What follows belongs to an exercise in optimizing a design on an open flow for small area and a short achievable clock period; a production flow would make more cautious choices. The RTL of this run was laid out without a check of its function. Power figures rest on the tool's default switching activity, not on a simulated workload.

## flow/design.v

```verilog
module fp_add (
    input  [15:0] a,
    input  [15:0] b,
    output [15:0] c
    );
    wire        sub   = a[15] ^ b[15];
    wire        a_gt  = a[14:0] > b[14:0];
    wire [14:0] big   = a_gt ? a[14:0] : b[14:0];
    wire [14:0] sml = a_gt ? b[14:0] : a[14:0];
    wire        sign  = a_gt ? a[15] : b[15];
    wire [4:0]  sh    = big[14:10] - sml[14:10];
    wire [10:0] al    = {1'b1, sml[9:0]} >> sh;
    wire [11:0] s     = {1'b0, 1'b1, big[9:0]} + {1'b0, al ^ {11{sub}}} + sub;
    wire [2:0]  lz    = s[10] ? 3'd0 : s[9] ? 3'd1 : s[8] ? 3'd2 : s[7] ? 3'd3 :
                        s[6] ? 3'd4 : s[5] ? 3'd5 : s[4] ? 3'd6 : 3'd0;
    wire [10:0] ns    = s[10:0] << lz;
    wire [4:0]  e_add = big[14:10] + s[11];
    wire [9:0]  m_add = s[11] ? s[10:1] : s[9:0];
    wire [4:0]  e_sub = big[14:10] - lz;
    assign c = sub ? {sign, e_sub, ns[9:0]} : {sign, e_add, m_add};
endmodule
module fp_mul (
    input  [15:0] a,
    input  [15:0] b,
    output [15:0] c
    );
    wire        zero = ~(|a) | ~(|b);
    wire [21:0] p    = {1'b1, a[9:0]} * {1'b1, b[9:0]};
    wire [4:0]  e    = a[14:10] + b[14:10] + 5'd17 + p[21];
    wire [9:0]  m    = p[21] ? p[20:11] : p[19:10];
    assign c = zero ? 16'b0 : {a[15] ^ b[15], e, m};
endmodule
module systolic_array_is
#(
  parameter INPUT_WIDTH = 16,
  parameter WEIGHT_WIDTH = 16,
  parameter PSUM_WIDTH = 16,
  parameter ARRAY_HEIGHT = 4,
  parameter ARRAY_WIDTH = 4
)(
  input clk,
  input rst_n,
  input process_en,
  input input_en,
  input [INPUT_WIDTH * ARRAY_HEIGHT - 1 : 0] packed_input_in,
  input [WEIGHT_WIDTH * ARRAY_WIDTH - 1 : 0] packed_weight_in,
  output [PSUM_WIDTH * ARRAY_HEIGHT - 1 : 0] packed_psum_out
);
  genvar x, y, k;
  wire [15:0] wsk_q [0:3][0:3];
  wire [15:0] wsk_d [0:3][0:3];
  generate
    for (y = 1; y < 4; y = y + 1) begin : wcol
      for (k = 0; k < y; k = k + 1) begin : wst
        reg [15:0] r;
        wire [15:0] src;
        if (k == 0) begin : first
          assign src = packed_weight_in[16*y +: 16];
        end else begin : next
          assign src = wsk_q[y][k-1];
        end
        assign wsk_d[y][k] = !rst_n ? 16'd0 : process_en ? src : r;
        always @(posedge clk) r <= wsk_d[y][k];
        assign wsk_q[y][k] = r;
      end
    end
  endgenerate
  wire [15:0] in_q   [0:3][0:3];    
  wire [15:0] in_d   [0:3][0:3];    
  wire [15:0] w_in   [0:3][0:3];    
  wire [15:0] w_next [0:3][0:3];    
  wire [15:0] wr_q   [0:3][0:3];    
  wire [15:0] wr_d   [0:3][0:3];
  wire [15:0] psum   [0:3][0:3];    
  generate
    for (x = 0; x < 4; x = x + 1) begin : row
      for (y = 0; y < 4; y = y + 1) begin : col
        reg [15:0] input_reg;
        wire [15:0] in_src;
        if (y == 0) begin : inport
          assign in_src = packed_input_in[16*x +: 16];
        end else begin : inleft
          assign in_src = in_q[x][y-1];
        end
        assign in_d[x][y] = !rst_n ? 16'd0 : input_en ? in_src : input_reg;
        always @(posedge clk) input_reg <= in_d[x][y];
        assign in_q[x][y] = input_reg;
        if (x == 0) begin : wtop
          if (y == 0) begin : w00
            assign w_in[x][y]   = packed_weight_in[15:0];
            assign w_next[x][y] = 16'd0;   
          end else begin : wsk
            assign w_in[x][y]   = wsk_q[y][y-1];
            assign w_next[x][y] = wsk_d[y][y-1];
          end
        end else begin : wbelow
          assign w_in[x][y]   = wr_q[x-1][y];
          assign w_next[x][y] = wr_d[x-1][y];
        end
        if (x < 3) begin : wreg
          reg [15:0] weight_reg;
          assign wr_d[x][y] = !rst_n ? 16'd0 : process_en ? w_in[x][y] : weight_reg;
          always @(posedge clk) weight_reg <= wr_d[x][y];
          assign wr_q[x][y] = weight_reg;
        end
        if (x == 0 && y == 0) begin : pe00
          reg [15:0] m00;
          wire [15:0] m00_d;
          fp_mul mul (.a(input_reg), .b(w_in[x][y]), .c(m00_d));
          always @(posedge clk)
            if (!rst_n) m00 <= 16'h8000;      
            else if (process_en) m00 <= m00_d;
          fp_add add (.a(m00), .b(16'h0000), .c(psum[x][y]));
        end else begin : pe
          reg  [15:0] prod;
          wire [15:0] prod_d;
          wire [15:0] sum;
          reg  [15:0] psum_reg;
          fp_mul mul (.a(in_d[x][y]), .b(w_next[x][y]), .c(prod_d));
          always @(posedge clk) prod <= prod_d;
          wire [15:0] psum_in;
          if (y == 0) begin : c0
            assign psum_in = 16'h0000;
          end else begin : cl
            assign psum_in = psum[x][y-1];
          end
          fp_add add (.a(prod), .b(psum_in), .c(sum));
          always @(posedge clk)
            if (!rst_n) psum_reg <= 16'd0;
            else if (process_en) psum_reg <= sum;
          assign psum[x][y] = psum_reg;
        end
      end
    end
  endgenerate
  generate
    for (x = 0; x < 4; x = x + 1) begin : dsk
      wire [15:0] st [0:3];
      assign st[0] = psum[x][3];
      for (k = 0; k < 3 - x; k = k + 1) begin : dst
        reg [15:0] r;
        always @(posedge clk)
          if (!rst_n) r <= 16'd0;
          else if (process_en) r <= st[k];
        assign st[k+1] = r;
      end
      assign packed_psum_out[16*x +: 16] = st[3-x];
    end
  endgenerate
endmodule
```

## flow/run.sh

```bash
#!/bin/bash
# synth_recipe.tcl (not shown) runs the flow's synth.tcl, then flattens the netlist and writes it again
# the make line also repeats each setting of config.mk as NAME=value (left out here)
make -C /OpenROAD-flow-scripts/flow DESIGN_CONFIG=/design/flow/config.mk WORK_HOME=/design/flow/orfs CLKGATE_MAP_FILE= SYNTH_SCRIPT=/design/flow/synth_recipe.tcl finish
```

## flow/config.mk

```make
export PLATFORM = sky130hd
export DESIGN_NAME = systolic_array_is
export DESIGN_NICKNAME = systolic_array_is
export VERILOG_FILES = /design/flow/design.v
export SDC_FILE = /design/flow/constraint.sdc
export NUM_CORES = 4
export LEC_CHECK = 0
export CAP_MARGIN = 20
export CORE_MARGIN = 2
export CORE_UTILIZATION = 40
export SLEW_MARGIN = 20
```

## flow/constraint.sdc

```tcl
create_clock -name core_clock -period 26.0 [get_ports {clk}]
set_input_delay 5.2000 -clock core_clock [delete_from_list [all_inputs] [get_ports {clk}]]
set_output_delay 5.2000 -clock core_clock [all_outputs]
set_load 0.01 [all_outputs]
```

==> summary.txt <==
## cell usage in the layout, fill, tap and decap left out, drive strengths merged, types with 38 or more instances in the layout
| cell | instances |
|---|---|
| o31ai | 38 |
| dfxtp | 1136 |
| o211ai | 100 |
| clkdlybuf4s50 | 192 |
| or3 | 63 |
| nand2 | 1614 |
| o21a | 107 |
| clkbuf | 197 |
| a21oi | 654 |
| fa | 1312 |
| mux2 | 350 |
| and2 | 174 |
| nand2b | 148 |
| a211oi | 165 |
| nor3 | 227 |
| xnor2 | 505 |
| a31oi | 72 |
| o21bai | 50 |
| nor2b | 105 |
| nor2 | 1944 |
| a21o | 267 |
| and3 | 61 |
| nor4 | 118 |
| buf | 138 |
| o311ai | 39 |
| a221oi | 44 |
| a211o | 38 |
| nand4 | 75 |
| ha | 1423 |
| xor2 | 192 |
| clkinv | 62 |
| nand3 | 167 |
| or4 | 59 |
| mux4 | 58 |
| or2 | 39 |
| inv | 2587 |
| o21ai | 517 |
| mux2i | 875 |
## cell type report
class	count	area, µm²
diodes	11	27.5
multi-input cells	12200	103000
inverters	2604	9780
well taps	4557	5700
fillers	34500	194000
flip-flops and latches	1136	22700
repair buffers	330	3040
clock buffers	197	4150
clock inverters	66	888
## synth_stat cells (all sizes together), types with 58 or more instances
library cell | count | area (µm²)
a211oi | 165 | 1270
a21o | 267 | 2000
a21oi | 654 | 3280
a31oi | 72 | 484
and2 | 174 | 1090
and3 | 61 | 383
buf | 144 | 633
clkbuf | 492 | 1850
dfxtp | 1136 | 22700
fa | 1312 | 26300
ha | 1423 | 17800
inv | 2571 | 9650
mux2 | 350 | 3950
mux2i | 875 | 8760
mux4 | 58 | 1310
nand2 | 1614 | 6060
nand2b | 148 | 926
nand3 | 167 | 836
nand4 | 75 | 469
nor2 | 1944 | 7300
nor2b | 105 | 657
nor3 | 227 | 1150
nor4 | 118 | 796
o211ai | 100 | 751
o21a | 107 | 803
o21ai | 517 | 2610
or3 | 63 | 394
or4 | 59 | 443
xnor2 | 505 | 4440
xor2 | 192 | 1710
## metrics by stage
step | cells | util, %
3_3_place_gp | 20800 | 42.1
5_1_grt | 21100 | 43.6
4_1_cts | 21100 | 43.6
2_1_floorplan | 16500 | -
6_report | 21100 | 43.6
3_5_place_dp | 20800 | 42.1
## critical path: cells and delay by family
kind | cells | cell delay, ns
AND/OR/NAND/NOR | 5 | 1.83
multiplexers | 2 | 0.35
adder cells (fa/ha/maj) | 9 | 3.35
AO/OA/AOI/OAI | 12 | 2.41
buffers and inverters | 12 | 3.32
XOR/XNOR | 2 | 0.27
## worst paths after layout
| path | start | to | slack [ns] | cells past startpoint |
|---|---|---|---|---|
| max | process_en | row[3].col[3].pe.prod[14] | 9.80 | 42 |
| min | row[2].col[1].pe.psum_reg[4] | row[2].col[1].pe.psum_reg[4] | 0.46 | 2 |
| max reg2reg | row[0].col[0].pe00.m00[10] | row[0].col[1].pe.psum_reg[14] | 12.42 | 51 |
| min reg2reg | row[2].col[1].pe.psum_reg[4] | row[2].col[1].pe.psum_reg[4] | 0.46 | 2 |
## cells by family (layout without fill, tap and decap cells)
kind of cell               count (synthesis)  count (layout)  synth area share [%]
DFF                                     1136            1136                  16.5
muxes                                   1283            1283                  10.1
AOI/OAI and AO/OA                       2548            2548                  12.4
other                                      0              11                     0
buffers and inverters                   3240            3197                  8.88
adders and majority gates               2736            2736                  31.9
xor gates and xnor gates                 698             698                  4.47
and+or+nand+nor                         4903            4903                  15.7
## layer usage
| layer | up-vias | track usage [%] | share of wire, % |
|---|---|---|---|
| li1 | 54600 | - | - |
| met4 | 4 | 6.25 | 2.8 |
| met1 | 54600 | 33.5 | 48 |
| met2 | 3048 | 35.5 | 43 |
| met5 | - | 0 | 0.0067 |
| met3 | 529 | 2.89 | 6.1 |
## where the power goes
group	switching [µW]	internal (µW)	leakage [µW]
registers	201	1940	0.00927
logic	7610	4700	0.0608
clock network	886	1270	0.00246
total	8700	7920	0.0726
==> results.cfg <==
[clock_tree]
clockBufferDepth = 4
cts-root-buf = clkbuf_16
htree_num_levels = 4
worstSkewPairLatency_ns = 0.87
cts.sinks = 1136
clk_pin_slew_ns = 0.06
numCtsBuffers = 147
cts_setup_buffers = 0
cts_tree = built
hold_buffers = 0
cts_resized = 0

[yosys]
ys_async_sr_fraction_pct = 0
syn_area_per_cell_um2 = 8.35
synth_nets = 19400
synth_top_flop_cell = dfxtp_1
yosys_warnings = 1
ys_ff_latch = 1136
ys_seq_area_share_pct = 16.5
syn-instance-count = 16500
synth_edf_count = 0
netlist_area_um2 = 138000
synthDistinctLibCells = 126

[placement]
io_buffers = 195
routabilityCongestion = 0.943
dpl.hpwl_um = 325000
place_ws_ns = 8.97
placed_area_um2 = 145000

[die]
initial_core_util_pct = 40.2
dieArea_um2 = 350000
floorplan.io_pins = 196
die_h_um = 592
core-area_um2 = 343000
die_x_um = 592
std_cell_rows = 215

[global_route]
grt_pass1_vias = 110000
grt_antenna_before_repair = 24
grt_usage_pct = 23.0
grt_max_degree = 141
grt_pass1_wl_um = 639000
grt_overflow = 0

[finish]
area_growth_syn_to_layout_pct = 8.34
largest_reg_flops = 256
fin_nets = 19300
drive_gt1_share_pct = 5.89
final_area_um2 = 150000

[drt]
routed_wl_um = 405000
via_count = 113000
first_pass_iters = 6
viasPerCell = 5.35
antenna_left = 0
drc_errors = 0
wl_per_cell_um = 19.2
drtIter0Drc = 8498

[sta]
maxSlewHeadroom_pct = 25.2
rsz0062_at_grt = no
tightestPinTransition_ns = 1.12
hold_ws_ns = 0.462
fmax_mhz = 61.7
fin_ws_ns = 9.80
final_max_slew_viol_count = 0
setup_viol = 0
finClkSkew_ns = 0.0703
tns_ns = 0
min_period_over_period_pct = 62.3
period_minus_slack_ns = 16.20
hold_violations = 0

[worst_setup_path]
cp_slowest_cell = nor2_1
endpoint_kind = flip-flop
cpMostUsedCell = inv_1
worstPathArrival_ns = 16.91
cp_slowest_stage_delay_ns = 0.75
worstPathMaxFanout = 57
path_class = input pin to flip-flop
start_kind = input pin
required_ns = 26.70

[hold_path]
hold_class = flip-flop to flip-flop

[pwr]
peakVddDrop_mv = 0.553
power_leakage_uw = 0.0726
cellPowerDensity_nw_per_um2 = 111
power.total_uw = 16600

[flow_run]
maxCapViolations = 0

[run_status]
outcome = complete, no violations

re-timing with driven ports:
No port has a modelled driver above. Below, the same layout with a new extraction and two added sets of constraints.
Step 1 sets driving cells, clkbuf_16 on the clock port and buf_2 on the other inputs (assumed; they add their load-dependent delay and slew).
Step 2, shift: input delay + t, output delay - t, t = (earliest + latest rising clock arrival at the registers) / 2. This alone moves slack from input paths to output paths.
a / b / c = ideal ports / drivers / drivers and shift; a / b = the first two.
t (ns): 0.947
setup WS [ns]: 9.795 / 9.852 / 8.905
hold slack, ns: 0.462 / 0.462 / 0.462
worst data-port slew with drivers (ns): 0.16
cell pins on the clock port's net: 1
After both steps setup and hold are still met in this run. For this run, drivers alone change the setup slack by +0.057 ns; drivers and shift together by -0.890 ns.
